Background: an optimization exercise with open tools, aiming at small area. Do not read the settings as production practice.
Where RTL was checked, it was by simulation tests only, not by an equivalence proof against the original.
Only the layout flow was run in run 1; the RTL was not checked for function there.

==> design/flow/design.v <==
module main(in, op, apply, tail, valid, empty, clk, reset);
    input clk, reset, apply;
    input [7:0] in;
    input [2:0] op;
    output [7:0] tail;
    output reg valid;
    output empty;
    reg [7:0] t, f0, f1, f2, f3;
    reg [2:0] size;
    assign tail = t;
    assign empty = (size == 3'd0);
    reg [7:0] a, b;                            
    always @(*)
        case (size)
            3'd2: begin a = f3; b = t;  end
            3'd3: begin a = f2; b = f3; end
            3'd4: begin a = f1; b = f2; end
            default: begin a = f0; b = f1; end
        endcase
    wire is_add = (op == 3'd2);
    wire is_mul = (op == 3'd3);
    wire is_sub = (op == 3'd4);
    wire is_quo = (op == 3'd5);
    wire is_rem = (op == 3'd6);
    wire is_div = is_quo | is_rem;
    wire [7:0] hz;
    assign hz[0] = 1'b1;
    assign hz[1] = hz[0] & ~a[7];
    assign hz[2] = hz[1] & ~a[6];
    assign hz[3] = hz[2] & ~a[5];
    assign hz[4] = hz[3] & ~a[4];
    assign hz[5] = hz[4] & ~a[3];
    assign hz[6] = hz[5] & ~a[2];
    assign hz[7] = hz[6] & ~a[1];
    wire [7:0] quo;
    wire [7:0] m0;   
    wire [0:0] d7_x, d7_y, d7_s, d7_r;
    wire [1:0] d7_c;
    assign d7_x = b[7];
    assign d7_y = ~a[0:0];
    assign d7_c[0] = 1'b1;
    assign d7_s[0] = d7_x[0] ^ d7_y[0] ^ d7_c[0];
    assign d7_c[1] = (d7_x[0] & d7_y[0]) | (d7_c[0] & (d7_x[0] ^ d7_y[0]));
    assign quo[7] = d7_c[1] & hz[7];
    assign d7_r = quo[7] ? d7_s : d7_x;
    wire [1:0] d6_x, d6_y, d6_s, d6_r;
    wire [2:0] d6_c;
    assign d6_x = {d7_r, b[6]};
    assign d6_y = ~a[1:0];
    assign d6_c[0] = 1'b1;
    assign d6_s[0] = d6_x[0] ^ d6_y[0] ^ d6_c[0];
    assign d6_c[1] = (d6_x[0] & d6_y[0]) | (d6_c[0] & (d6_x[0] ^ d6_y[0]));
    assign d6_s[1] = d6_x[1] ^ d6_y[1] ^ d6_c[1];
    assign d6_c[2] = (d6_x[1] & d6_y[1]) | (d6_c[1] & (d6_x[1] ^ d6_y[1]));
    assign quo[6] = d6_c[2] & hz[6];
    assign d6_r = quo[6] ? d6_s : d6_x;
    wire [2:0] d5_x, d5_y, d5_s, d5_r;
    wire [3:0] d5_c;
    assign d5_x = {d6_r, b[5]};
    assign d5_y = ~a[2:0];
    assign d5_c[0] = 1'b1;
    assign d5_s[0] = d5_x[0] ^ d5_y[0] ^ d5_c[0];
    assign d5_c[1] = (d5_x[0] & d5_y[0]) | (d5_c[0] & (d5_x[0] ^ d5_y[0]));
    assign d5_s[1] = d5_x[1] ^ d5_y[1] ^ d5_c[1];
    assign d5_c[2] = (d5_x[1] & d5_y[1]) | (d5_c[1] & (d5_x[1] ^ d5_y[1]));
    assign d5_s[2] = d5_x[2] ^ d5_y[2] ^ d5_c[2];
    assign d5_c[3] = (d5_x[2] & d5_y[2]) | (d5_c[2] & (d5_x[2] ^ d5_y[2]));
    assign quo[5] = d5_c[3] & hz[5];
    assign d5_r = quo[5] ? d5_s : d5_x;
    wire [3:0] d4_x, d4_y, d4_s, d4_r;
    wire [4:0] d4_c;
    assign d4_x = {d5_r, b[4]};
    assign d4_y = ~a[3:0];
    assign d4_c[0] = 1'b1;
    assign d4_s[0] = d4_x[0] ^ d4_y[0] ^ d4_c[0];
    assign d4_c[1] = (d4_x[0] & d4_y[0]) | (d4_c[0] & (d4_x[0] ^ d4_y[0]));
    assign d4_s[1] = d4_x[1] ^ d4_y[1] ^ d4_c[1];
    assign d4_c[2] = (d4_x[1] & d4_y[1]) | (d4_c[1] & (d4_x[1] ^ d4_y[1]));
    assign d4_s[2] = d4_x[2] ^ d4_y[2] ^ d4_c[2];
    assign d4_c[3] = (d4_x[2] & d4_y[2]) | (d4_c[2] & (d4_x[2] ^ d4_y[2]));
    assign d4_s[3] = d4_x[3] ^ d4_y[3] ^ d4_c[3];
    assign d4_c[4] = (d4_x[3] & d4_y[3]) | (d4_c[3] & (d4_x[3] ^ d4_y[3]));
    assign quo[4] = d4_c[4] & hz[4];
    assign d4_r = quo[4] ? d4_s : d4_x;
    wire [4:0] d3_x, d3_y, d3_s, d3_r;
    wire [5:0] d3_c;
    assign d3_x = {d4_r, b[3]};
    assign d3_y = ~a[4:0];
    assign d3_c[0] = 1'b1;
    assign d3_s[0] = d3_x[0] ^ d3_y[0] ^ d3_c[0];
    assign d3_c[1] = (d3_x[0] & d3_y[0]) | (d3_c[0] & (d3_x[0] ^ d3_y[0]));
    assign d3_s[1] = d3_x[1] ^ d3_y[1] ^ d3_c[1];
    assign d3_c[2] = (d3_x[1] & d3_y[1]) | (d3_c[1] & (d3_x[1] ^ d3_y[1]));
    assign d3_s[2] = d3_x[2] ^ d3_y[2] ^ d3_c[2];
    assign d3_c[3] = (d3_x[2] & d3_y[2]) | (d3_c[2] & (d3_x[2] ^ d3_y[2]));
    assign d3_s[3] = d3_x[3] ^ d3_y[3] ^ d3_c[3];
    assign d3_c[4] = (d3_x[3] & d3_y[3]) | (d3_c[3] & (d3_x[3] ^ d3_y[3]));
    assign d3_s[4] = d3_x[4] ^ d3_y[4] ^ d3_c[4];
    assign d3_c[5] = (d3_x[4] & d3_y[4]) | (d3_c[4] & (d3_x[4] ^ d3_y[4]));
    assign quo[3] = d3_c[5] & hz[3];
    assign d3_r = quo[3] ? d3_s : d3_x;
    wire [5:0] d2_x, d2_y, d2_s, d2_r;
    wire [6:0] d2_c;
    assign d2_x = {d3_r, b[2]};
    assign d2_y = ~a[5:0];
    assign d2_c[0] = 1'b1;
    assign d2_s[0] = d2_x[0] ^ d2_y[0] ^ d2_c[0];
    assign d2_c[1] = (d2_x[0] & d2_y[0]) | (d2_c[0] & (d2_x[0] ^ d2_y[0]));
    assign d2_s[1] = d2_x[1] ^ d2_y[1] ^ d2_c[1];
    assign d2_c[2] = (d2_x[1] & d2_y[1]) | (d2_c[1] & (d2_x[1] ^ d2_y[1]));
    assign d2_s[2] = d2_x[2] ^ d2_y[2] ^ d2_c[2];
    assign d2_c[3] = (d2_x[2] & d2_y[2]) | (d2_c[2] & (d2_x[2] ^ d2_y[2]));
    assign d2_s[3] = d2_x[3] ^ d2_y[3] ^ d2_c[3];
    assign d2_c[4] = (d2_x[3] & d2_y[3]) | (d2_c[3] & (d2_x[3] ^ d2_y[3]));
    assign d2_s[4] = d2_x[4] ^ d2_y[4] ^ d2_c[4];
    assign d2_c[5] = (d2_x[4] & d2_y[4]) | (d2_c[4] & (d2_x[4] ^ d2_y[4]));
    assign d2_s[5] = d2_x[5] ^ d2_y[5] ^ d2_c[5];
    assign d2_c[6] = (d2_x[5] & d2_y[5]) | (d2_c[5] & (d2_x[5] ^ d2_y[5]));
    assign quo[2] = d2_c[6] & hz[2];
    assign d2_r = quo[2] ? d2_s : d2_x;
    wire [6:0] d1_x, d1_y, d1_s, d1_r;
    wire [7:0] d1_c;
    assign d1_x = {d2_r, b[1]};
    assign d1_y = ~a[6:0];
    assign d1_c[0] = 1'b1;
    assign d1_s[0] = d1_x[0] ^ d1_y[0] ^ d1_c[0];
    assign d1_c[1] = (d1_x[0] & d1_y[0]) | (d1_c[0] & (d1_x[0] ^ d1_y[0]));
    assign d1_s[1] = d1_x[1] ^ d1_y[1] ^ d1_c[1];
    assign d1_c[2] = (d1_x[1] & d1_y[1]) | (d1_c[1] & (d1_x[1] ^ d1_y[1]));
    assign d1_s[2] = d1_x[2] ^ d1_y[2] ^ d1_c[2];
    assign d1_c[3] = (d1_x[2] & d1_y[2]) | (d1_c[2] & (d1_x[2] ^ d1_y[2]));
    assign d1_s[3] = d1_x[3] ^ d1_y[3] ^ d1_c[3];
    assign d1_c[4] = (d1_x[3] & d1_y[3]) | (d1_c[3] & (d1_x[3] ^ d1_y[3]));
    assign d1_s[4] = d1_x[4] ^ d1_y[4] ^ d1_c[4];
    assign d1_c[5] = (d1_x[4] & d1_y[4]) | (d1_c[4] & (d1_x[4] ^ d1_y[4]));
    assign d1_s[5] = d1_x[5] ^ d1_y[5] ^ d1_c[5];
    assign d1_c[6] = (d1_x[5] & d1_y[5]) | (d1_c[5] & (d1_x[5] ^ d1_y[5]));
    assign d1_s[6] = d1_x[6] ^ d1_y[6] ^ d1_c[6];
    assign d1_c[7] = (d1_x[6] & d1_y[6]) | (d1_c[6] & (d1_x[6] ^ d1_y[6]));
    assign quo[1] = d1_c[7] & hz[1];
    assign d1_r = quo[1] ? d1_s : d1_x;
    wire [7:0] d0_x, d0_y, d0_s, d0_r;
    wire [8:0] d0_c;
    assign d0_x = {d1_r, b[0]};
    assign d0_y = ~a[7:0];
    assign d0_c[0] = 1'b1;
    assign d0_s[0] = d0_x[0] ^ d0_y[0] ^ d0_c[0];
    assign d0_c[1] = (d0_x[0] & d0_y[0]) | (d0_c[0] & (d0_x[0] ^ d0_y[0]));
    assign d0_s[1] = d0_x[1] ^ d0_y[1] ^ d0_c[1];
    assign d0_c[2] = (d0_x[1] & d0_y[1]) | (d0_c[1] & (d0_x[1] ^ d0_y[1]));
    assign d0_s[2] = d0_x[2] ^ d0_y[2] ^ d0_c[2];
    assign d0_c[3] = (d0_x[2] & d0_y[2]) | (d0_c[2] & (d0_x[2] ^ d0_y[2]));
    assign d0_s[3] = d0_x[3] ^ d0_y[3] ^ d0_c[3];
    assign d0_c[4] = (d0_x[3] & d0_y[3]) | (d0_c[3] & (d0_x[3] ^ d0_y[3]));
    assign d0_s[4] = d0_x[4] ^ d0_y[4] ^ d0_c[4];
    assign d0_c[5] = (d0_x[4] & d0_y[4]) | (d0_c[4] & (d0_x[4] ^ d0_y[4]));
    assign d0_s[5] = d0_x[5] ^ d0_y[5] ^ d0_c[5];
    assign d0_c[6] = (d0_x[5] & d0_y[5]) | (d0_c[5] & (d0_x[5] ^ d0_y[5]));
    assign d0_s[6] = d0_x[6] ^ d0_y[6] ^ d0_c[6];
    assign d0_c[7] = (d0_x[6] & d0_y[6]) | (d0_c[6] & (d0_x[6] ^ d0_y[6]));
    assign d0_s[7] = d0_x[7] ^ d0_y[7] ^ d0_c[7];
    assign d0_c[8] = (d0_x[7] & d0_y[7]) | (d0_c[7] & (d0_x[7] ^ d0_y[7]));
    assign quo[0] = d0_c[8] & hz[0];
    assign d0_r = quo[0] ? d0_s : d0_x;
    wire [0:0] m7_r;
    assign m7_r = a[0] & b[7];
    wire [1:0] m6_r;
    wire [1:0] m6_s;
    wire [2:0] m6_c;
    assign m6_s[0] = a[0] & b[6];
    assign m6_c[1] = 1'b0;
    assign m6_s[1] = m7_r[0] ^ (a[1] & b[6]) ^ m6_c[1];
    assign m6_c[2] = (m7_r[0] & (a[1] & b[6])) | (m6_c[1] & (m7_r[0] ^ (a[1] & b[6])));
    assign m6_r = m6_s;
    wire [2:0] m5_r;
    wire [2:0] m5_s;
    wire [3:0] m5_c;
    assign m5_s[0] = a[0] & b[5];
    assign m5_c[1] = 1'b0;
    assign m5_s[1] = m6_r[0] ^ (a[1] & b[5]) ^ m5_c[1];
    assign m5_c[2] = (m6_r[0] & (a[1] & b[5])) | (m5_c[1] & (m6_r[0] ^ (a[1] & b[5])));
    assign m5_s[2] = m6_r[1] ^ (a[2] & b[5]) ^ m5_c[2];
    assign m5_c[3] = (m6_r[1] & (a[2] & b[5])) | (m5_c[2] & (m6_r[1] ^ (a[2] & b[5])));
    assign m5_r = m5_s;
    wire [3:0] m4_r;
    wire [3:0] m4_s;
    wire [4:0] m4_c;
    assign m4_s[0] = a[0] & b[4];
    assign m4_c[1] = 1'b0;
    assign m4_s[1] = m5_r[0] ^ (a[1] & b[4]) ^ m4_c[1];
    assign m4_c[2] = (m5_r[0] & (a[1] & b[4])) | (m4_c[1] & (m5_r[0] ^ (a[1] & b[4])));
    assign m4_s[2] = m5_r[1] ^ (a[2] & b[4]) ^ m4_c[2];
    assign m4_c[3] = (m5_r[1] & (a[2] & b[4])) | (m4_c[2] & (m5_r[1] ^ (a[2] & b[4])));
    assign m4_s[3] = m5_r[2] ^ (a[3] & b[4]) ^ m4_c[3];
    assign m4_c[4] = (m5_r[2] & (a[3] & b[4])) | (m4_c[3] & (m5_r[2] ^ (a[3] & b[4])));
    assign m4_r = m4_s;
    wire [4:0] m3_r;
    wire [4:0] m3_s;
    wire [5:0] m3_c;
    assign m3_s[0] = a[0] & b[3];
    assign m3_c[1] = 1'b0;
    assign m3_s[1] = m4_r[0] ^ (a[1] & b[3]) ^ m3_c[1];
    assign m3_c[2] = (m4_r[0] & (a[1] & b[3])) | (m3_c[1] & (m4_r[0] ^ (a[1] & b[3])));
    assign m3_s[2] = m4_r[1] ^ (a[2] & b[3]) ^ m3_c[2];
    assign m3_c[3] = (m4_r[1] & (a[2] & b[3])) | (m3_c[2] & (m4_r[1] ^ (a[2] & b[3])));
    assign m3_s[3] = m4_r[2] ^ (a[3] & b[3]) ^ m3_c[3];
    assign m3_c[4] = (m4_r[2] & (a[3] & b[3])) | (m3_c[3] & (m4_r[2] ^ (a[3] & b[3])));
    assign m3_s[4] = m4_r[3] ^ (a[4] & b[3]) ^ m3_c[4];
    assign m3_c[5] = (m4_r[3] & (a[4] & b[3])) | (m3_c[4] & (m4_r[3] ^ (a[4] & b[3])));
    assign m3_r = m3_s;
    wire [5:0] m2_r;
    wire [5:0] m2_s;
    wire [6:0] m2_c;
    assign m2_s[0] = a[0] & b[2];
    assign m2_c[1] = 1'b0;
    assign m2_s[1] = m3_r[0] ^ (a[1] & b[2]) ^ m2_c[1];
    assign m2_c[2] = (m3_r[0] & (a[1] & b[2])) | (m2_c[1] & (m3_r[0] ^ (a[1] & b[2])));
    assign m2_s[2] = m3_r[1] ^ (a[2] & b[2]) ^ m2_c[2];
    assign m2_c[3] = (m3_r[1] & (a[2] & b[2])) | (m2_c[2] & (m3_r[1] ^ (a[2] & b[2])));
    assign m2_s[3] = m3_r[2] ^ (a[3] & b[2]) ^ m2_c[3];
    assign m2_c[4] = (m3_r[2] & (a[3] & b[2])) | (m2_c[3] & (m3_r[2] ^ (a[3] & b[2])));
    assign m2_s[4] = m3_r[3] ^ (a[4] & b[2]) ^ m2_c[4];
    assign m2_c[5] = (m3_r[3] & (a[4] & b[2])) | (m2_c[4] & (m3_r[3] ^ (a[4] & b[2])));
    assign m2_s[5] = m3_r[4] ^ (a[5] & b[2]) ^ m2_c[5];
    assign m2_c[6] = (m3_r[4] & (a[5] & b[2])) | (m2_c[5] & (m3_r[4] ^ (a[5] & b[2])));
    assign m2_r = m2_s;
    wire [6:0] m1_r;
    wire [6:0] m1_s;
    wire [7:0] m1_c;
    assign m1_s[0] = a[0] & b[1];
    assign m1_c[1] = 1'b0;
    assign m1_s[1] = m2_r[0] ^ (a[1] & b[1]) ^ m1_c[1];
    assign m1_c[2] = (m2_r[0] & (a[1] & b[1])) | (m1_c[1] & (m2_r[0] ^ (a[1] & b[1])));
    assign m1_s[2] = m2_r[1] ^ (a[2] & b[1]) ^ m1_c[2];
    assign m1_c[3] = (m2_r[1] & (a[2] & b[1])) | (m1_c[2] & (m2_r[1] ^ (a[2] & b[1])));
    assign m1_s[3] = m2_r[2] ^ (a[3] & b[1]) ^ m1_c[3];
    assign m1_c[4] = (m2_r[2] & (a[3] & b[1])) | (m1_c[3] & (m2_r[2] ^ (a[3] & b[1])));
    assign m1_s[4] = m2_r[3] ^ (a[4] & b[1]) ^ m1_c[4];
    assign m1_c[5] = (m2_r[3] & (a[4] & b[1])) | (m1_c[4] & (m2_r[3] ^ (a[4] & b[1])));
    assign m1_s[5] = m2_r[4] ^ (a[5] & b[1]) ^ m1_c[5];
    assign m1_c[6] = (m2_r[4] & (a[5] & b[1])) | (m1_c[5] & (m2_r[4] ^ (a[5] & b[1])));
    assign m1_s[6] = m2_r[5] ^ (a[6] & b[1]) ^ m1_c[6];
    assign m1_c[7] = (m2_r[5] & (a[6] & b[1])) | (m1_c[6] & (m2_r[5] ^ (a[6] & b[1])));
    assign m1_r = m1_s;
    wire [7:0] m0_r;
    wire [7:0] m0_s;
    wire [8:0] m0_c;
    assign m0_s[0] = a[0] & b[0];
    assign m0_c[1] = 1'b0;
    assign m0_s[1] = m1_r[0] ^ (a[1] & b[0]) ^ m0_c[1];
    assign m0_c[2] = (m1_r[0] & (a[1] & b[0])) | (m0_c[1] & (m1_r[0] ^ (a[1] & b[0])));
    assign m0_s[2] = m1_r[1] ^ (a[2] & b[0]) ^ m0_c[2];
    assign m0_c[3] = (m1_r[1] & (a[2] & b[0])) | (m0_c[2] & (m1_r[1] ^ (a[2] & b[0])));
    assign m0_s[3] = m1_r[2] ^ (a[3] & b[0]) ^ m0_c[3];
    assign m0_c[4] = (m1_r[2] & (a[3] & b[0])) | (m0_c[3] & (m1_r[2] ^ (a[3] & b[0])));
    assign m0_s[4] = m1_r[3] ^ (a[4] & b[0]) ^ m0_c[4];
    assign m0_c[5] = (m1_r[3] & (a[4] & b[0])) | (m0_c[4] & (m1_r[3] ^ (a[4] & b[0])));
    assign m0_s[5] = m1_r[4] ^ (a[5] & b[0]) ^ m0_c[5];
    assign m0_c[6] = (m1_r[4] & (a[5] & b[0])) | (m0_c[5] & (m1_r[4] ^ (a[5] & b[0])));
    assign m0_s[6] = m1_r[5] ^ (a[6] & b[0]) ^ m0_c[6];
    assign m0_c[7] = (m1_r[5] & (a[6] & b[0])) | (m0_c[6] & (m1_r[5] ^ (a[6] & b[0])));
    assign m0_s[7] = m1_r[6] ^ (a[7] & b[0]) ^ m0_c[7];
    assign m0_c[8] = (m1_r[6] & (a[7] & b[0])) | (m0_c[7] & (m1_r[6] ^ (a[7] & b[0])));
    assign m0_r = m0_s;
    wire [7:0] prod = m0_r;
    wire [7:0] rem = d0_r;
    wire [7:0] as_s;
    wire [8:0] as_c;
    wire [7:0] as_y = a ^ {8{is_sub}};
    assign as_c[0] = is_sub;
    assign as_s[0] = b[0] ^ as_y[0] ^ as_c[0];
    assign as_c[1] = (b[0] & as_y[0]) | (as_c[0] & (b[0] ^ as_y[0]));
    assign as_s[1] = b[1] ^ as_y[1] ^ as_c[1];
    assign as_c[2] = (b[1] & as_y[1]) | (as_c[1] & (b[1] ^ as_y[1]));
    assign as_s[2] = b[2] ^ as_y[2] ^ as_c[2];
    assign as_c[3] = (b[2] & as_y[2]) | (as_c[2] & (b[2] ^ as_y[2]));
    assign as_s[3] = b[3] ^ as_y[3] ^ as_c[3];
    assign as_c[4] = (b[3] & as_y[3]) | (as_c[3] & (b[3] ^ as_y[3]));
    assign as_s[4] = b[4] ^ as_y[4] ^ as_c[4];
    assign as_c[5] = (b[4] & as_y[4]) | (as_c[4] & (b[4] ^ as_y[4]));
    assign as_s[5] = b[5] ^ as_y[5] ^ as_c[5];
    assign as_c[6] = (b[5] & as_y[5]) | (as_c[5] & (b[5] ^ as_y[5]));
    assign as_s[6] = b[6] ^ as_y[6] ^ as_c[6];
    assign as_c[7] = (b[6] & as_y[6]) | (as_c[6] & (b[6] ^ as_y[6]));
    assign as_s[7] = b[7] ^ as_y[7] ^ as_c[7];
    assign as_c[8] = (b[7] & as_y[7]) | (as_c[7] & (b[7] ^ as_y[7]));
    wire [7:0] as = as_s;
    wire [7:0] res = is_quo ? quo : is_rem ? rem : is_mul ? prod : as;
    wire push = (op == 3'd0);
    wire pop  = (op == 3'd1);
    wire two  = size[2] | size[1];             
    wire good = push ? (size != 3'd5) :
                pop  ? (size != 3'd0) :
                (op == 3'd7) ? 1'b0 :
                is_div ? (two & (a != 8'd0)) : two;
    wire ok = apply & good;
    wire [7:0] nv = push ? in : res;
    always @(posedge clk or posedge reset)
        if (reset) begin
            valid <= 1'b1;
            size <= 3'd0;
        end else if (apply) begin
            if (!good) valid <= 1'b0;
            else size <= push ? size + 3'd1 : size - 3'd1;
        end
    always @(posedge clk)
        if (ok & ~pop) begin
            t <= nv;
            f0 <= f1;
            f1 <= f2;
            f2 <= f3;
            f3 <= t;
        end
endmodule
==> design/flow/run.sh <==
#!/bin/bash
# synth_recipe.tcl (not shown) runs the flow's synth.tcl, then flattens the netlist and writes it again
# the make line also repeats each setting of config.mk as NAME=value (left out here)
make -C /OpenROAD-flow-scripts/flow DESIGN_CONFIG=/design/flow/config.mk WORK_HOME=/design/flow/orfs CLKGATE_MAP_FILE= SYNTH_SCRIPT=/design/flow/synth_recipe.tcl finish
==> design/flow/config.mk <==
export PLATFORM = sky130hd
export DESIGN_NAME = main
export DESIGN_NICKNAME = main
export VERILOG_FILES = /design/flow/design.v
export SDC_FILE = /design/flow/constraint.sdc
export NUM_CORES = 4
export LEC_CHECK = 0
export CAP_MARGIN = 20
export CORE_MARGIN = 2
export CORE_UTILIZATION = 40
export SLEW_MARGIN = 20
==> design/flow/constraint.sdc <==
create_clock -name core_clock -period 15.0 [get_ports {clk}]
set_input_delay 3.0000 -clock core_clock [delete_from_list [all_inputs] [get_ports {clk}]]
set_output_delay 3.0000 -clock core_clock [all_outputs]
set_load 0.01 [all_outputs]
==> results_dict.tcl, run 1 <==
set metrics [dict create \
    status "failed layout checks" \
    fin_crit_sh 1.02 \
    synth-xor-area-share 0.0405 \
    overflow 0 \
    rsz0062_at_grt "true" \
    drt_iter0_markers 441 \
    cts.sinks 44 \
    avgViaCountPerCell 5.64 \
    h-tree-depth 2 \
    grt_pass1_vias 4620 \
    reg2reg_depth 64 \
    r2r-end "t[7]" \
    dieWidth_um 118 \
    antenna_found_initial 0 \
    ys.flop_type "edfxtp_1" \
    synthMuxAreaShare 0.0586 \
    drc 0 \
    synthSimpleGateAreaFrac 0.144 \
    synth_seq_cells 44 \
    dpl.hpwl_um 12500 \
    diodes 0 \
    dr.pass1.iters 5 \
    vias 4589 \
    die-area_um2 13900 \
    synth_top_family_by_area "adder cells" \
    syn2layout_area_growth_pct 29.2 \
    r2r_start "size[0]" \
    slew_violations 0 \
    cts_buffer_depth 2 \
    failed_checks "negative setup slack" \
    routabilityCongestion 1.00 \
    cpMostUsedCell "fa_2" \
    fin_ws_ps -369 \
    grt_use_total 0.235 \
    crit_end "t[7]" \
    syn_nets 630 \
    path_max_fanout 8 \
    wl_per_cell_um 19.9 \
    cp-start-kind "flip-flop" \
    setup_viol 8 \
    fmax_mhz 65.1 \
    ys_async_sr_fraction 0.0909 \
    slew_headroom 0.386 \
    synth_cells 544 \
    synth_compound_area_frac 0.191 \
    required_ps 15010 \
    clk_pin_slew_ps 70 \
    finalCriticalPeriod_ps 15370 \
    maxCapViolations 0 \
    cp-startpoint "size[0]" \
    synthDistinctLibCells 77 \
    hold_ws_ps 471 \
    routed_wl_um 16200 \
    final.setup.tns_ps -2370 \
    clock_skew_ps 6.20 \
    synthAdderAreaFrac 0.248 \
    die_h_um 118 \
    clockRootBuffer "clkbuf_16" \
    grt_pass1_wl_um 25500 \
    nets 726 \
    ys.warnings.count 1 \
    finalHoldViolations 0 \
    ant_nets 0 \
    cp-end-kind "flip-flop" \
    grt_max_degree 26 \
    cts_made_buffers 5 \
    clock_latency_ps 290 \
    syn_area_per_cell_um2 9.54 \
    ys_seq_area_frac 0.251 \
    worst_slew_pin_slew_ps 918 \
    rrSetupSlack_ps -370 \
    portBuffers 23 \
    syn_area_um2 5190 \
    arrival_ps 15380 \
    cp_slowest_cell "fa_2" \
    hold_path_class "flip-flop to flip-flop" \
    synth-edff-count 40 \
    start_util 0.411 \
    worst_path_largest_cell_delay_ps 420 \
    worstSetupPathType "flip-flop to flip-flop" \
    cts_tree "done" \
    ios 24 \
    drive_gt1_frac 0.303 \
    core_area_um2 12600 \
    row_count 41 \
]
[worst max-delay path, delay by kind of cell, from the launching register on]
kind	cells	cell delay, ps
compound gates	13	2120
buf+inv	12	810
fa+ha+maj	28	9270
mux	3	960
simple gates	8	1480
flops	1	410
[worst min-delay path by stage]
| stage | from | end | slack, ps | depth (start not counted) |
|---|---|---|---|---|
| after global routing | valid | valid | 480 | 1 |
| after detailed placement | t[2] | f3[2] | 460 | 0 |
| after CTS | valid | valid | 470 | 1 |
| final | valid | valid | 470 | 1 |
| after global placement | valid | valid | 450 | 1 |
| after floorplan | f3[2] | f2[2] | 440 | 0 |
[per-layer routing]
| layer | share of wire | global-route usage | wire length (um) | up-vias |
|---|---|---|---|---|
| met2 | 0.48 | 0.392 | 7790 | 153 |
| met4 | 0.028 | 0.0663 | 447 | 0 |
| li1 | - | - | - | 2118 |
| met1 | 0.44 | 0.321 | 7060 | 2291 |
| met3 | 0.053 | 0.0266 | 862 | 27 |
| met5 | 0 | 0 | 0 | - |
[registers in the layout, summed over array words and instances, names as in the netlist]
register	flops
f2	8
valid	1
size	3
t	8
f3	8
f0	8
f1	8
[cells in the mapped netlist, types with 6 or more instances]
| library cell | n | area, um2 |
|---|---|---|
| clkbuf_1 | 16 | 60.1 |
| nor2b_1 | 11 | 68.8 |
| inv_1 | 55 | 206 |
| and3_1 | 7 | 43.8 |
| edfxtp_1 | 40 | 1200 |
| nor3_1 | 7 | 35.0 |
| o22ai_1 | 19 | 119 |
| a31oi_1 | 7 | 43.8 |
| a21oi_1 | 23 | 115 |
| ha_1 | 22 | 275 |
| xnor2_1 | 20 | 175 |
| nand3_1 | 9 | 45.0 |
| fa_1 | 50 | 1000 |
| a211oi_1 | 12 | 90.1 |
| o211ai_1 | 6 | 45.0 |
| o21ai_0 | 30 | 150 |
| nor2_1 | 39 | 146 |
| nand2_1 | 43 | 161 |
| mux2i_1 | 20 | 200 |
| mux2_2 | 6 | 67.6 |
[stage by stage]
stage	instance area (um2)	cells	util	setup slack, ps
finish	6700	813	0.531	-369
global route	6700	813	0.531	-865
CTS	6630	809	0.525	-384
detailed placement	6220	785	0.493	-696
global placement	6220	785	0.493	-393
floorplan	5360	544	-	-406
[cells by family (layout without fill, tap and decap cells)]
kind of cell	after synthesis	in the layout
mux	29	29
compound gates	146	146
xor+xnor	24	24
flops	44	44
buf+inv	85	182
fa+ha+maj	73	73
simple gates	143	143
[layout by cell type, fill, tap and decap left out, types with 5 or more instances in the layout]
cell type and count:
a211oi_1 12, a22oi_2 6, clkbuf_16 5, fa_1 22, o21ai_0 25, buf_4 85
nand2_1 43, a21oi_1 20, buf_6 7, a31oi_1 5, nand3_1 8, clkdlybuf4s50_1 23
nor2b_1 11, o22ai_1 19, inv_1 45, fa_2 28, edfxtp_1 40, nor2_1 37
and3_1 5, ha_1 22, xnor2_1 20, inv_2 10, and2_1 5, o211ai_1 6
mux2i_1 18, o21ai_1 6
[timing repair]
item                       CTS  global route
pin swaps                   25            15
setup buffers               16             4
setup endpoints to repair    8             8
gates resized for setup     28            12
hold buffers                 0             0
[final cells by class]
type                            count  area, um2
Multi-Input combinational cell    415       3830
Timing Repair Buffer              116        967
Inverter                           58        225
Sequential cell                    44       1300
Fill cell                        1189       5920
Clock buffer                        5        125
Tap cell                          172        215
Clock inverter                      3       42.5
==> run 2: changes to the inputs <==
--- a/design/flow/design.v
+++ b/design/flow/design.v
@@ -10,12 +10,6 @@
     assign tail = t;
     assign empty = (size == 3'd0);
-    reg [7:0] a, b;                            
-    always @(*)
-        case (size)
-            3'd2: begin a = f3; b = t;  end
-            3'd3: begin a = f2; b = f3; end
-            3'd4: begin a = f1; b = f2; end
-            default: begin a = f0; b = f1; end
-        endcase
+    wire [7:0] a = f0;                         
+    wire [7:0] b = (size == 3'd2) ? t : f1;    
     wire is_add = (op == 3'd2);
     wire is_mul = (op == 3'd3);
@@ -305,10 +299,21 @@
         end
     always @(posedge clk)
-        if (ok & ~pop) begin
-            t <= nv;
-            f0 <= f1;
-            f1 <= f2;
-            f2 <= f3;
-            f3 <= t;
+        if (ok) begin
+            if (!pop) t <= nv;
+            if (push) begin
+                if (size <= 3'd1) f0 <= t;
+                if (size <= 3'd2) f1 <= t;
+                if (size <= 3'd3) f2 <= t;
+                f3 <= t;
+            end else if (pop) begin
+                f0 <= f1;
+                f1 <= f2;
+                f2 <= f3;
+            end else begin
+                f0 <= (size > 3'd3) ? f2 : t;
+                f1 <= (size > 3'd4) ? f3 : t;
+                f2 <= t;
+                f3 <= t;
+            end
         end
 endmodule
--- a/design/flow/config.mk
+++ b/design/flow/config.mk
@@ -6,4 +6,5 @@
 export NUM_CORES = 4
 export LEC_CHECK = 0
+export ABC_AREA = 1
 export CAP_MARGIN = 20
 export CORE_MARGIN = 2
==> run 2 against run 1 <==
Effect of this change:
- the run now finishes clean
- setup slack better by 1100 ps
- clock skew down 2.1 ps
- global-route usage down 1.4 points
- core utilization down 5.6 points
- synthesized cell count up 12%
- via count down 6.9%
- critical endpoint is now t[5]
- count of clock-buffer cells in the layout unchanged
- sequential share of layout area up 3.3 points
- maximum frequency up 7.6%
==> results_dict.tcl, run 2 <==
set metrics [dict create \
    clk_pin_slew_ps 70 \
    dr.pass1.iters 5 \
    cp-end-kind "flip-flop" \
    clockRootBuffer "clkbuf_16" \
    syn_area_um2 4990 \
    finalHoldViolations 0 \
    arrival_ps 14310 \
    h-tree-depth 2 \
    diodes 0 \
    dpl.hpwl_um 10900 \
    cts.sinks 44 \
    ios 24 \
    slew_headroom 0.341 \
    reg2reg_depth 67 \
    slew_violations 0 \
    ys.warnings.count 1 \
    fmax_mhz 70.0 \
    row_count 40 \
    antenna_found_initial 0 \
    nets 733 \
    cts_made_buffers 5 \
    cts_buffer_depth 2 \
    die-area_um2 13400 \
    final_common_cell "nand2_1" \
    drc 0 \
    clock_skew_ps 4.12 \
    dieWidth_um 116 \
    wl_per_cell_um 17.1 \
    path_max_fanout 14 \
    rrSetupSlack_ps 720 \
    grt_use_total 0.221 \
    die_h_um 116 \
    synth_common_cells "123 x nand2_1, 88 x inv_1, 58 x o21ai_0" \
    avgViaCountPerCell 5.27 \
    hold_end "valid" \
    grt_pass1_vias 4283 \
    cts_tree "done" \
    cp-startpoint "size[2]" \
    routabilityCongestion 0.888 \
    clock_latency_ps 290 \
    hold_path_class "flip-flop to flip-flop" \
    ant_nets 0 \
    overflow 0 \
    required_ps 15020 \
    dpl_worst_slack_ps -256 \
    place_area_um2 5440 \
    ys_async_sr_fraction 0.0909 \
    final_cell_mix "120 x nand2_1, 86 x inv_1, 56 x o21ai_0" \
    ys_seq_area_frac 0.261 \
    synth.top_cells.by_area "edfxtp_1 24%, fa_1 20%, nand2_1 9.2%" \
    yosysMostFrequentCell "nand2_1" \
    fin_ws_ps 715 \
    maxCapViolations 0 \
    cp_slowest_cell "dfrtp_2" \
    grt_max_degree 34 \
    r2r-end "t[5]" \
    cpMostUsedCell "fa_1" \
    cp-start-kind "flip-flop" \
    start_util 0.412 \
    finish.instance_area_um2 5750 \
    status "no timing/DRC/antenna violations" \
    fin_crit_sh 0.952 \
    ys.flop_type "edfxtp_1" \
    worst_path_largest_cell_delay_ps 440 \
    syn_nets 701 \
    worst_slew_pin_slew_ps 986 \
    synth_seq_cells 44 \
    holdPathStages 1 \
    drive_gt1_frac 0.124 \
    vias 4271 \
    synth-edff-count 40 \
    yosysTopAreaCell "edfxtp_1" \
    cts_hold_buf 0 \
    drt_iter0_markers 378 \
    setup_viol 0 \
    finalCriticalPeriod_ps 14280 \
    synthDistinctLibCells 47 \
    syn_area_per_cell_um2 8.19 \
    synth.top_cell.area_share 0.240 \
    r2r_start "size[2]" \
    synth_cells 610 \
    grt_pass1_wl_um 22600 \
    routed_wl_um 13900 \
    hp-start "valid" \
    core_area_um2 12100 \
    worstSetupPathType "flip-flop to flip-flop" \
    portBuffers 23 \
    syn2layout_area_growth_pct 15.2 \
]
## run 2: changes by cell type in the layout (fill, tap and decap cells not counted), moves of 10 or more
cell      delta
nor2_1      +14
fa_1        +24
a211oi_1    -11
nand2_1     +77
xnor2_1     -18
fa_2        -25
o21ai_0     +31
buf_4       -67
o22ai_1     -10
inv_1       +41
nand3_1     +23
mux2i_1     -16
nor2b_1     -11
## run 2: logic make-up (layout without fill, tap and decap cells)
kind of cell | after synthesis | count (layout) | synth area share
AOI/OAI and AO/OA | 123 | 123 | 0.142
xor gates and xnor gates | 11 | 11 | 0.0193
adders and majority gates | 77 | 77 | 0.267
buffers and inverters | 114 | 147 | 0.0899
DFF | 44 | 44 | 0.261
muxes | 2 | 2 | 0.00401
and+or+nand+nor | 239 | 239 | 0.217
## run 2: what timing repair did
item / 4_1_cts / 5_1_grt
pin swaps: 0 / 5
gates cloned: 0 / 0
gates resized for setup: 3 / 20
setup endpoints to repair: 6 / 8
setup buffers: 0 / 8
hold endpoints to repair: 0 / 0
## run 2: area by class of cell
class	instances	area, um2
Clock buffer	5	125
Clock inverter	3	46.3
Fill cell	1245	6360
Inverter	97	368
Multi-Input combinational cell	452	3320
Sequential cell	44	1310
Tap cell	168	210
Timing Repair Buffer	42	378
## run 2: through the flow
| stage | setup TNS (ps) | util | cells | hold slack [ps] |
|---|---|---|---|---|
| 6_report | 0 | 0.475 | 811 | 483 |
| 5_1_grt | -82.8 | 0.475 | 811 | 512 |
| 4_1_cts | 0 | 0.463 | 803 | 486 |
| 3_5_place_dp | -1030 | 0.449 | 795 | 475 |
| 3_3_place_gp | 0 | 0.449 | 795 | 473 |
| 2_1_floorplan | 0 | - | 610 | 488 |
## run 2: worst max path at each step
stage	to	slack (ps)	cells after the start
after floorplan	t[0]	1070	67
after global placement	t[7]	320	67
after detailed placement	t[7]	-260	67
after CTS	t[7]	120	67
after global routing	t[5]	-50	67
final	t[5]	720	67
## run 2: critical path, delay by kind of cell, from the launching register on
kind	cells	cell delay, ps
flops	1	440
simple gates	13	1530
buf+inv	16	1410
compound gates	9	990
fa+ha+maj	29	9680
## run 2: per-layer routing
metal | part of all wire | track usage | up-vias
met2 | 0.48 | 0.365 | 136
met4 | 0.037 | 0.0833 | 0
met3 | 0.052 | 0.0293 | 42
met1 | 0.43 | 0.298 | 2040
li1 | - | - | 2053
met5 | 0 | 0 | -
==> run 3: changes to the inputs <==
--- a/design/flow/config.mk
+++ b/design/flow/config.mk
@@ -6,7 +6,7 @@
 export NUM_CORES = 4
 export LEC_CHECK = 0
-export ABC_AREA = 1
 export CAP_MARGIN = 20
 export CORE_MARGIN = 2
 export CORE_UTILIZATION = 40
+export CTS_BUF_LIST = sky130_fd_sc_hd__clkbuf_8
 export SLEW_MARGIN = 20
==> run 3 against run 2 <==
Effect of this change:
- sequential share of layout area up 0.34 points
- die area down 1.2%
- synthesized cell count down 15%
- count of clock-buffer cells in the layout unchanged
- critical endpoint is now t[7]
- highest routed layer unchanged
==> results_dict.tcl, run 3 <==
set metrics [dict create \
    ios 24 \
    overflow 0 \
    die-area_um2 13200 \
    arrival_ps 14250 \
    nets 648 \
    dr.pass1.iters 4 \
    multiInputGateArea_um2 3460 \
    ys_seq_area_frac 0.264 \
    final.setup.tns_ps 0 \
    syn_area_um2 4930 \
    h-tree-depth 2 \
    routed_wl_um 12900 \
    synth_cells 521 \
    syn_area_per_cell_um2 9.47 \
    vias 3912 \
    required_ps 15050 \
    synth_common_cells "87 x nor2_1, 55 x nand2_1, 49 x fa_1" \
    grt_use_total 0.207 \
    synth_seq_cells 44 \
    status "no timing/DRC/antenna violations" \
    grt_max_degree 34 \
    rsz0062_at_grt "false" \
    synth.top_cells.by_area "edfxtp_1 24%, fa_1 20%, ha_1 7.1%" \
    cp-end-kind "flip-flop" \
    worst_slew_pin_slew_ps 1010 \
    cp_slowest_cell "fa_1" \
    cts_made_buffers 5 \
    ant_nets 0 \
    clock_latency_ps 300 \
    avgViaCountPerCell 5.55 \
    drt_iter0_markers 245 \
    grt_pass1_vias 4115 \
    diodes 0 \
    path_max_fanout 6 \
    worst_path_largest_cell_delay_ps 430 \
    fin_crit_sh 0.947 \
    syn2layout_area_growth_pct 14.7 \
    slew_headroom 0.322 \
    drc 0 \
    cts.sinks 44 \
    cp-start-kind "flip-flop" \
    clock_skew_ps 8.16 \
    clk_pin_slew_ps 80 \
    worstSetupPathType "flip-flop to flip-flop" \
    fillers 1140 \
    finalCriticalPeriod_ps 14200 \
    fmax_mhz 70.4 \
    yosysMostFrequentCell "nor2_1" \
    hold_path_class "flip-flop to flip-flop" \
    hold_ws_ps 464 \
    antenna_found_initial 0 \
    start_util 0.411 \
    maxCapViolations 0 \
    synthDistinctLibCells 64 \
    die_h_um 115 \
    dpl.hpwl_um 10200 \
    setup_viol 0 \
    synth.top_cell.area_share 0.243 \
    finalHoldViolations 0 \
    grt_pass1_wl_um 21300 \
    wl_per_cell_um 18.4 \
    synth-edff-count 40 \
    ys.warnings.count 1 \
    cts_tree "done" \
    final_common_cell "nor2_1" \
    row_count 40 \
    syn_nets 612 \
    cpMostUsedCell "fa_1" \
    slew_violations 0 \
    cts_buffer_depth 2 \
    portBuffers 23 \
    ys.flop_type "edfxtp_1" \
    core_area_um2 12000 \
    regArea_um2 1300 \
    routabilityCongestion 0.928 \
    drive_gt1_frac 0.151 \
    clockRootBuffer "clkbuf_8" \
    dieWidth_um 115 \
    ys_async_sr_fraction 0.0909 \
    final_cell_mix "87 x nor2_1, 55 x nand2_1, 45 x inv_1" \
    yosysTopAreaCell "edfxtp_1" \
]
[run 3: cell count changes in the layout (fill, tap and decap cells not counted), moves of 13 or more]
cell     delta
nand2_1    -65
inv_1      -41
o21ai_0    -43
nand3_1    -27
xnor2_1    +19
nor2_1     +36
mux2_2     +13
[run 3: final cells by class]
cell class / count / share of cell area
Multi-Input combinational cell: 408 / 0.611
Timing Repair Buffer: 47 / 0.0726
Clock inverter: 3 / 0.00752
Inverter: 51 / 0.0338
Sequential cell: 44 / 0.230
Clock buffer: 5 / 0.0122
Tap cell: 147 / 0.0325
[run 3: routing by layer]
| metal | share of wire | GRT usage |
|---|---|---|
| met5 | 0 | 0 |
| met4 | 0.016 | 0.0675 |
| met3 | 0.039 | 0.0174 |
| met2 | 0.50 | 0.357 |
| met1 | 0.44 | 0.276 |
[run 3: cell families after synthesis]
kind of cell    count (synthesis)  synth area share
simple gates                  175             0.155
compound gates                 95             0.127
fa+ha+maj                      82             0.280
buf+inv                        69            0.0548
flops                          44             0.264
mux                            33            0.0789
xor+xnor                       23            0.0408
[run 3: worst max-delay path: cells and delay by family, from the launching register on]
family	cells	cell delay [ps]
AOI/OAI and AO/OA	8	910
muxes	4	960
and+or+nand+nor	14	2210
adders and majority gates	29	9000
DFF	1	410
buffers and inverters	7	460
[run 3: timing repair]
item | in CTS | in global routing
pin swaps | 0 | 8
gates resized for setup | 5 | 24
hold buffers | 0 | 0
endpoints found under the setup margin | 6 | 8
buffers inserted | 0 | 3
[run 3: stage by stage]
step,instances,util,setup slack (ps),cell area (um2)
after floorplan,521,-,235,4930
after global placement,694,0.452,339,5430
after detailed placement,694,0.452,-255,5430
after CTS,702,0.462,82.7,5550
after global routing,705,0.471,12.4,5660
final,705,0.471,798,5660
[run 3: worst paths after layout]
kind	from	endpoint	slack, ps	cells after the start
worst max-delay path	size[2]	t[7]	800	62
worst min-delay path	valid	valid	460	1
worst max register to register	size[2]	t[7]	800	62
worst min register to register	valid	valid	460	1
max in group asynchronous	reset	valid	11910	2
min in group asynchronous	reset	size[0]	2870	2
==> run 4: changes to the inputs <==
--- a/design/flow/config.mk
+++ b/design/flow/config.mk
@@ -9,4 +9,3 @@
 export CORE_MARGIN = 2
 export CORE_UTILIZATION = 40
-export CTS_BUF_LIST = sky130_fd_sc_hd__clkbuf_8
 export SLEW_MARGIN = 20
==> run 4 against run 3 <==
Effect of this change:
- still clean on timing, DRC and antenna
- non-clock buffer count unchanged
- register-to-register slack got worse by 80 ps
- die area unchanged
- wire length up 0.26%
- global-route usage rose by 0.10 points
- synthesized cell count unchanged
==> results_dict.tcl, run 4 <==
set metrics [dict create \
    grt_pass1_vias 4124 \
    fmax_mhz 70.0 \
    yosysTopAreaCell "edfxtp_1" \
    portBuffers 23 \
    cp-end-kind "flip-flop" \
    critPathTopFamily "adder cells" \
    required_ps 15030 \
    cts_tree "done" \
    grt_max_degree 34 \
    clockRootBuffer "clkbuf_16" \
    synth_top_family_by_area "adder cells" \
    final_common_cell "nor2_1" \
    ant_nets 0 \
    nets 648 \
    synth_compound_area_frac 0.127 \
    setup_viol 0 \
    clock_skew_ps 6.04 \
    synth-xor-area-share 0.0408 \
    syn_nets 612 \
    synth-edff-count 40 \
    worst_path_largest_cell_delay_ps 430 \
    finalCriticalPeriod_ps 14290 \
    grt_use_total 0.208 \
    dpl.hpwl_um 10200 \
    cpMostUsedCell "fa_1" \
    vias 3937 \
    die-area_um2 13200 \
    final.setup.tns_ps 0 \
    fillers 1137 \
    arrival_ps 14310 \
    core_area_um2 12000 \
    syn2layout_area_growth_pct 15.7 \
    avgViaCountPerCell 5.58 \
    synth_common_cells "87 x nor2_1, 55 x nand2_1, 49 x fa_1" \
    maxCapViolations 0 \
    ys_async_sr_fraction 0.0909 \
    cts.sinks 44 \
    syn_area_per_cell_um2 9.47 \
    routabilityCongestion 0.928 \
    cts_buffer_depth 2 \
    path_max_fanout 6 \
    cp_slowest_cell "fa_1" \
    finalHoldViolations 0 \
    synth.top_cell.area_share 0.243 \
    drive_gt1_frac 0.149 \
    drc 0 \
    row_count 40 \
    clk_pin_slew_ps 60 \
    ys_seq_area_frac 0.264 \
    overflow 0 \
    grt_pass1_wl_um 21400 \
    start_util 0.411 \
    finalNonFillerCells 705 \
    diodes 0 \
    ys.flop_type "edfxtp_1" \
    fin_crit_sh 0.952 \
    dieWidth_um 115 \
    die_h_um 115 \
    worst_slew_pin_slew_ps 993 \
    path_buf_inv 7 \
    h-tree-depth 2 \
    cp-start-kind "flip-flop" \
    drt_iter0_markers 316 \
    final_cell_mix "87 x nor2_1, 55 x nand2_1, 45 x inv_1" \
    synthDistinctLibCells 64 \
    slew_headroom 0.336 \
    antenna_found_initial 0 \
    slew_violations 0 \
    synth_seq_cells 44 \
    ys.warnings.count 1 \
    cts_hold_buf 0 \
    synth_cells 521 \
    status "no timing/DRC/antenna violations" \
    routed_wl_um 13000 \
    synthSimpleGateAreaFrac 0.155 \
    syn_area_um2 4930 \
    synthMuxAreaShare 0.0789 \
    dr.pass1.iters 4 \
    cts_made_buffers 5 \
    hold_path_class "flip-flop to flip-flop" \
    worstSetupPathType "flip-flop to flip-flop" \
    synth.top_cells.by_area "edfxtp_1 24%, fa_1 20%, ha_1 7.1%" \
    wl_per_cell_um 18.4 \
    synthAdderAreaFrac 0.280 \
    place_inst 694 \
    ios 24 \
    yosysMostFrequentCell "nor2_1" \
    clock_latency_ps 290 \
]
[run 4: cell counts after synthesis]
No cell type changed its count.
[run 4: final timing paths]
check	slack, ps	end	startpoint	depth (start not counted)
worst max-delay path	710	t[7]	size[2]	62
worst min-delay path	460	valid	valid	1
worst max register to register	710	t[7]	size[2]	62
worst min register to register	460	valid	valid	1
max in group asynchronous	11890	valid	reset	2
min in group asynchronous	2890	size[0]	reset	2
[run 4: area by class of cell]
cell class / instances / area, um2 / share of cell area
multi-input combinational: 408 / 3450 / 0.605
sequential: 44 / 1300 / 0.228
timing repair buffer: 47 / 410 / 0.0719
inverter: 51 / 191 / 0.0335
tap: 147 / 184 / 0.0322
clock buffer: 5 / 125 / 0.0219
clock inverter: 3 / 42.5 / 0.00745
[run 4: routing by layer]
layer / up-vias / part of all wire / track usage
li1: 1850 / - / -
met1: 1974 / 0.44 / 0.276
met2: 91 / 0.50 / 0.358
met3: 22 / 0.040 / 0.0206
met4: 0 / 0.023 / 0.0675
met5: - / 0 / 0
[run 4: metrics by stage]
stage	utilization	area [um2]	setup WS [ps]	hold WS [ps]
6_report	0.475	5710	715	461
3_3_place_gp	0.452	5430	339	447
2_1_floorplan	-	4930	235	466
5_1_grt	0.475	5710	-58.3	470
3_5_place_dp	0.452	5430	-255	460
4_1_cts	0.466	5600	2.98	469
[run 4: timing repair]
action	4_1_cts	5_1_grt
setup endpoints to repair	6	8
setup buffers	0	3
pin swaps	0	8
resized for setup	4	23
[run 4: logic make-up after synthesis]
| kind of cell | Yosys count |
|---|---|
| mux | 33 |
| fa+ha+maj | 82 |
| xor+xnor | 23 |
| flops | 44 |
| buf+inv | 69 |
| compound gates | 95 |
| simple gates | 175 |
==> run 5: changes to the inputs <==
==> design/flow/flow/run.sh (new file) <==
#!/bin/bash
# The standard layout (standard.sh: ORFS synthesis to final layout), with two changes:
#  - each port gets a sky130_fd_sc_hd__buf_1 as its buffer (buffer_ports -buffer_cell)
#    instead of the default clkdlybuf4s50_1;
#  - clock tree synthesis builds from clkbuf_8 and adds no dummy loads.
# The make output goes to standard.log in the work folder; ORFS's per-step logs stay under
# orfs/logs/.
set -euo pipefail
export BUFFER_PORTS_ARGS="-buffer_cell sky130_fd_sc_hd__buf_1"
export CTS_ARGS="-sink_clustering_enable -repair_clock_nets -dont_use_dummy_load -buf_list sky130_fd_sc_hd__clkbuf_8"
bash standard.sh finish > standard.log 2>&1
==> design/flow/standard.sh (new file) <==
#!/bin/bash
# synth_recipe.tcl (not shown) runs the flow's synth.tcl, then flattens the netlist and writes it again
# the make line also repeats each setting of config.mk as NAME=value (left out here)
make -C /OpenROAD-flow-scripts/flow DESIGN_CONFIG=/design/flow/config.mk WORK_HOME=/design/flow/orfs CLKGATE_MAP_FILE= SYNTH_SCRIPT=/design/flow/synth_recipe.tcl "${@:-finish}"
removed: design/flow/run.sh
==> run 5 against run 4 <==
Effect of this change:
- worst hold slack got worse by 2.3 ps
- critical endpoint unchanged
- die area unchanged
- flip-flop and latch count unchanged
- critical path type unchanged
- global-route usage decreased by 0.75 points
- highest routed layer unchanged
==> results_dict.tcl, run 5 <==
set metrics [dict create \
    status "no timing/DRC/antenna violations" \
    cts.sinks 44 \
    synth-edff-count 40 \
    portBuffers 23 \
    nets 649 \
    cp_slowest_cell "fa_1" \
    grt_max_degree 34 \
    worst_slew_pin_slew_ps 883 \
    arrival_ps 14370 \
    grt_pass1_wl_um 20600 \
    synth_compound_area_frac 0.127 \
    cp-start-kind "flip-flop" \
    ios 24 \
    slew_violations 0 \
    slew_headroom 0.409 \
    crit_end "t[7]" \
    synth_common_cells "87 x nor2_1, 55 x nand2_1, 49 x fa_1" \
    routabilityCongestion 0.946 \
    grt_use_total 0.200 \
    synth_cells 521 \
    cpMostUsedCell "fa_1" \
    synth.top_cell.area_share 0.243 \
    finalHoldViolations 0 \
    final_common_cell "nor2_1" \
    finalNonFillerCells 703 \
    worst_path_largest_cell_delay_ps 430 \
    worstSetupPathType "flip-flop to flip-flop" \
    ys_seq_area_frac 0.264 \
    path_max_fanout 6 \
    finalCriticalPeriod_ps 14350 \
    hold_path_class "flip-flop to flip-flop" \
    syn_area_per_cell_um2 9.47 \
    synthAdderAreaFrac 0.280 \
    synthDistinctLibCells 64 \
    die-area_um2 13200 \
    clk_pin_slew_ps 70 \
    fin_crit_sh 0.957 \
    setup_viol 0 \
    dieWidth_um 115 \
    wl_per_cell_um 17.9 \
    diodes 0 \
    syn2layout_area_growth_pct 10.9 \
    clockRootBuffer "clkbuf_8" \
    cp-end-kind "flip-flop" \
    h-tree-depth 2 \
    ys_async_sr_fraction 0.0909 \
    maxCapViolations 0 \
    synth.top_cells.by_area "edfxtp_1 24%, fa_1 20%, ha_1 7.1%" \
    dr.pass1.iters 7 \
    core_area_um2 12000 \
    routed_wl_um 12600 \
    cts_hold_buf 0 \
    finish.instance_area_um2 5470 \
    r2r_start "size[2]" \
    syn_area_um2 4930 \
    syn_nets 612 \
    reg2reg_depth 61 \
    grt_pass1_vias 3929 \
    start_util 0.411 \
    required_ps 15020 \
    fmax_mhz 69.7 \
    ant_nets 0 \
    drive_gt1_frac 0.147 \
    rrSetupSlack_ps 650 \
    row_count 40 \
    place_area_um2 5290 \
    vias 3876 \
    cts_buffer_depth 2 \
    synthMuxAreaShare 0.0789 \
    overflow 0 \
    synth_seq_cells 44 \
    r2r-end "t[7]" \
    synth-xor-area-share 0.0408 \
    cp-startpoint "size[2]" \
    synth_top_family_by_area "adder cells" \
    synthSimpleGateAreaFrac 0.155 \
    ys.warnings.count 1 \
    final_cell_mix "87 x nor2_1, 55 x nand2_1, 45 x inv_1, 45 x fa_1, 40 x edfxtp_1" \
    yosysTopAreaCell "edfxtp_1" \
    die_h_um 115 \
    antenna_found_initial 0 \
    ys.flop_type "edfxtp_1" \
    dpl.hpwl_um 9980 \
    cts_made_buffers 5 \
    avgViaCountPerCell 5.51 \
    place_inst 695 \
    cts_tree "done" \
    clock_latency_ps 300 \
    drt_iter0_markers 244 \
    clock_skew_ps 24.6 \
    drc 0 \
    yosysMostFrequentCell "nor2_1" \
]
-- run 5: per-stage QoR --
step | hold WS, ps | util | setup TNS, ps | setup WS (ps)
final | 459 | 0.456 | 0 | 649
after floorplan | 466 | - | 0 | 235
after global placement | 446 | 0.440 | 0 | 321
after detailed placement | 456 | 0.440 | -125 | -125
after global routing | 464 | 0.456 | -61.7 | -61.7
after CTS | 461 | 0.447 | 0 | 52.6
-- run 5: kinds of logic (layout without fill, tap and decap cells) --
| family | count (synthesis) | after routing |
|---|---|---|
| muxes | 33 | 33 |
| adders and majority gates | 82 | 82 |
| AOI/OAI and AO/OA | 95 | 95 |
| DFF | 44 | 44 |
| and+or+nand+nor | 175 | 175 |
| xor gates and xnor gates | 23 | 23 |
| buffers and inverters | 69 | 104 |
-- run 5: final cells by class --
class                   count  area [um2]
flip-flops and latches     44        1300
clock buffers               5        68.8
well taps                 147         184
multi-input cells         408        3450
repair buffers             48         274
inverters                  51         191
fillers                  1154        6540
-- run 5: worst min path at each step --
| stage | cells after the start | slack, ps | from | endpoint |
|---|---|---|---|---|
| 2_1_floorplan | 1 | 470 | valid | valid |
| 3_3_place_gp | 1 | 450 | valid | valid |
| 3_5_place_dp | 1 | 460 | valid | valid |
| 4_1_cts | 1 | 460 | valid | valid |
| 5_1_grt | 1 | 460 | valid | valid |
| 6_report | 1 | 460 | valid | valid |
-- run 5: repair_timing --
| action | 4_1_cts | 5_1_grt |
|---|---|---|
| endpoints found under the setup margin | 1 | 8 |
| hold endpoints to repair | 0 | 0 |
| buffers inserted | 0 | 3 |
| resized for setup | 5 | 19 |
| pin swaps | 0 | 4 |
| gates cloned | 0 | 0 |
-- run 5: worst max-delay path: cells and delay by family, from the launching register on --
kind | cells | cell delay (ps)
adders and majority gates | 29 | 9010
and+or+nand+nor | 13 | 2060
AOI/OAI and AO/OA | 8 | 1220
muxes | 4 | 950
buffers and inverters | 7 | 450
DFF | 1 | 410
-- run 5: per-layer routing --
metal	routed length, um	vias up	global-route usage
met3	483	29	0.0179
met1	5590	1879	0.277
met2	6250	120	0.340
met5	0	-	0
met4	282	0	0.0522
li1	-	1848	-
==> run 6: changes to the inputs <==
==> design/flow/flow/run.sh (replaced) <==
#!/bin/bash
# The standard layout (standard.sh: ORFS synthesis to final layout), with two changes:
#  - each port gets a sky130_fd_sc_hd__buf_1 as its buffer (buffer_ports -buffer_cell)
#    instead of the default clkdlybuf4s50_1;
#  - clock tree synthesis builds from clkbuf_4/clkbuf_8 and adds no dummy loads.
# The make output goes to standard.log in the work folder; ORFS's per-step logs stay under
# orfs/logs/.
set -euo pipefail
export BUFFER_PORTS_ARGS="-buffer_cell sky130_fd_sc_hd__buf_1"
export CTS_ARGS="-sink_clustering_enable -repair_clock_nets -dont_use_dummy_load -buf_list {sky130_fd_sc_hd__clkbuf_4 sky130_fd_sc_hd__clkbuf_8}"
bash standard.sh finish > standard.log 2>&1
==> run 6 against run 5 <==
Effect of this change:
- still clean
- cell count unchanged
- die area unchanged
- setup slack unchanged
- worst hold slack is the same
- count of clock-buffer cells in the layout is the same
- register-to-register slack about the same
- critical path depth stayed put
- non-clock buffer count stayed put
==> results_dict.tcl, run 6 <==
set metrics [dict create \
    status "no timing/DRC/antenna violations" \
    ys_async_sr_fraction 0.0909 \
    syn_area_um2 4930 \
    nets 649 \
    syn_nets 612 \
    dieWidth_um 115 \
    fmax_mhz 69.7 \
    vias 3876 \
    drt_iter0_markers 244 \
    grt_pass1_vias 3929 \
    setup_viol 0 \
    worst_path_largest_cell_delay_ps 430 \
    drive_gt1_frac 0.147 \
    ys_seq_area_frac 0.264 \
    yosysTopAreaCell "edfxtp_1" \
    required_ps 15020 \
    row_count 40 \
    routed_wl_um 12600 \
    grt_use_total 0.200 \
    path_max_fanout 6 \
    grt_pass1_wl_um 20600 \
    routabilityCongestion 0.946 \
    dpl_worst_slack_ps -125 \
    path_buf_inv 7 \
    worst_slew_pin_slew_ps 883 \
    synth_seq_cells 44 \
    hp-start "valid" \
    cts_tree "done" \
    fin_ws_ps 649 \
    avgViaCountPerCell 5.51 \
    cts.sinks 44 \
    final_common_cell "nor2_1" \
    slew_violations 0 \
    drc 0 \
    hold_path_class "flip-flop to flip-flop" \
    ys.flop_type "edfxtp_1" \
    ys.warnings.count 1 \
    ant_nets 0 \
    worstSetupPathType "flip-flop to flip-flop" \
    cts_made_buffers 5 \
    ios 24 \
    synth_cells 521 \
    cts_buffer_depth 2 \
    synth-edff-count 40 \
    portBuffers 23 \
    dr.pass1.iters 7 \
    r2r-end "t[7]" \
    clk_pin_slew_ps 70 \
    finalCriticalPeriod_ps 14350 \
    antenna_found_initial 0 \
    hold_end "valid" \
    grt_max_degree 34 \
    dpl.hpwl_um 9980 \
    cpMostUsedCell "fa_1" \
    fillers 1154 \
    overflow 0 \
    synth.top_cell.area_share 0.243 \
    r2r_start "size[2]" \
    synthDistinctLibCells 64 \
    finalHoldViolations 0 \
    core_area_um2 12000 \
    syn_area_per_cell_um2 9.47 \
    multiInputGateArea_um2 3450 \
    clock_latency_ps 300 \
    fin_crit_sh 0.957 \
    cp_slowest_cell "fa_1" \
    synth_common_cells "87 x nor2_1, 55 x nand2_1, 49 x fa_1" \
    diodes 0 \
    arrival_ps 14370 \
    syn2layout_area_growth_pct 10.9 \
    final_cell_mix "87 x nor2_1, 55 x nand2_1, 45 x inv_1, 45 x fa_1, 40 x edfxtp_1" \
    slew_headroom 0.409 \
    place_inst 695 \
    cp-end-kind "flip-flop" \
    final.setup.tns_ps 0 \
    clock_skew_ps 24.6 \
    synth.top_cells.by_area "edfxtp_1 24%, fa_1 20%, ha_1 7.1%" \
    start_util 0.411 \
    finalNonFillerCells 703 \
    yosysMostFrequentCell "nor2_1" \
    clockRootBuffer "clkbuf_8" \
    reg2reg_depth 61 \
    h-tree-depth 2 \
    rrSetupSlack_ps 650 \
    cp-start-kind "flip-flop" \
    regArea_um2 1300 \
    maxCapViolations 0 \
    die-area_um2 13200 \
    wl_per_cell_um 17.9 \
    holdPathStages 1 \
    die_h_um 115 \
    critPathTopFamily "adder cells" \
]
==> run 6: repair_timing <==
| item | CTS | global route |
|---|---|---|
| gates cloned | 0 | 0 |
| pin swaps | 0 | 4 |
| setup endpoints to repair | 1 | 8 |
| setup buffers | 0 | 3 |
| gates resized for setup | 5 | 19 |
| hold buffers | 0 | 0 |
==> run 6: how the worst max path moves through the flow <==
| stage | from | end | slack [ps] | cells after the start |
|---|---|---|---|---|
| 6_report | size[2] | t[7] | 650 | 61 |
| 5_1_grt | size[2] | t[7] | -60 | 61 |
| 4_1_cts | size[1] | t[7] | 50 | 60 |
| 3_5_place_dp | size[1] | t[7] | -130 | 58 |
| 3_3_place_gp | size[0] | t[7] | 320 | 58 |
| 2_1_floorplan | size[0] | t[7] | 230 | 60 |
==> run 6: routing by layer <==
layer / GRT usage / vias up / wire length (um)
met3: 0.0179 / 29 / 483
met5: 0 / - / 0
met4: 0.0522 / 0 / 282
met2: 0.340 / 120 / 6250
li1: - / 1848 / -
met1: 0.277 / 1879 / 5590
==> run 6: cell families after synthesis <==
| family | after synthesis | synth area share |
|---|---|---|
| AND/OR/NAND/NOR | 175 | 0.155 |
| AO/OA/AOI/OAI | 95 | 0.127 |
| adder cells (fa/ha/maj) | 82 | 0.280 |
| buffers and inverters | 69 | 0.0548 |
| flip-flops | 44 | 0.264 |
| multiplexers | 33 | 0.0789 |
| XOR/XNOR | 23 | 0.0408 |
==> run 6: per-stage QoR <==
| stage | hold WS, ps | utilization | instance area [um2] |
|---|---|---|---|
| 2_1_floorplan | 466 | - | 4930 |
| 3_3_place_gp | 446 | 0.440 | 5290 |
| 3_5_place_dp | 456 | 0.440 | 5290 |
| 4_1_cts | 461 | 0.447 | 5370 |
| 5_1_grt | 464 | 0.456 | 5470 |
| 6_report | 459 | 0.456 | 5470 |
==> run 6: layout make-up <==
type / count / share of cell area
clock buffers: 5 / 0.0126
inverters: 51 / 0.0350
multi-input cells: 408 / 0.631
flip-flops and latches: 44 / 0.238
well taps: 147 / 0.0336
repair buffers: 48 / 0.0501
==> run 6: worst register-to-register path, delay by kind of cell, from the launching register on <==
| family | cells | cell delay (ps) |
|---|---|---|
| fa+ha+maj | 29 | 9010 |
| flops | 1 | 410 |
| mux | 4 | 960 |
| simple gates | 13 | 2060 |
| compound gates | 8 | 1220 |
| buf+inv | 7 | 450 |

## port drivers added, routing unchanged
Ports are ideal in the flow. The routed layouts listed here were re-timed in OpenROAD.
Step 1 sets driving cells, clkbuf_16 on the clock port and buf_2 on the other inputs (assumed; they add their load-dependent delay and slew).
Step 2 also shifts input and output timing later by t, the mid clock arrival at the registers, as if the neighbouring blocks saw the same clock.
a / b / c = no drivers / after step 1 / after step 2; a / b = the first two.
run	t, ns	setup WS [ns]	clock arrival spread, ns
run 1	0.316	-0.369 / -0.369 / -0.369	0.006 / 0.006
run 2	0.324	0.715 / 0.715 / 0.715	0.005 / 0.005
run 3	0.321	0.798 / 0.798 / 0.798	0.008 / 0.008
run 4	0.312	0.715 / 0.715 / 0.715	0.006 / 0.006
run 5	0.311	0.649 / 0.649 / 0.649	0.024 / 0.025
run 6	0.311	0.649 / 0.649 / 0.649	0.024 / 0.025
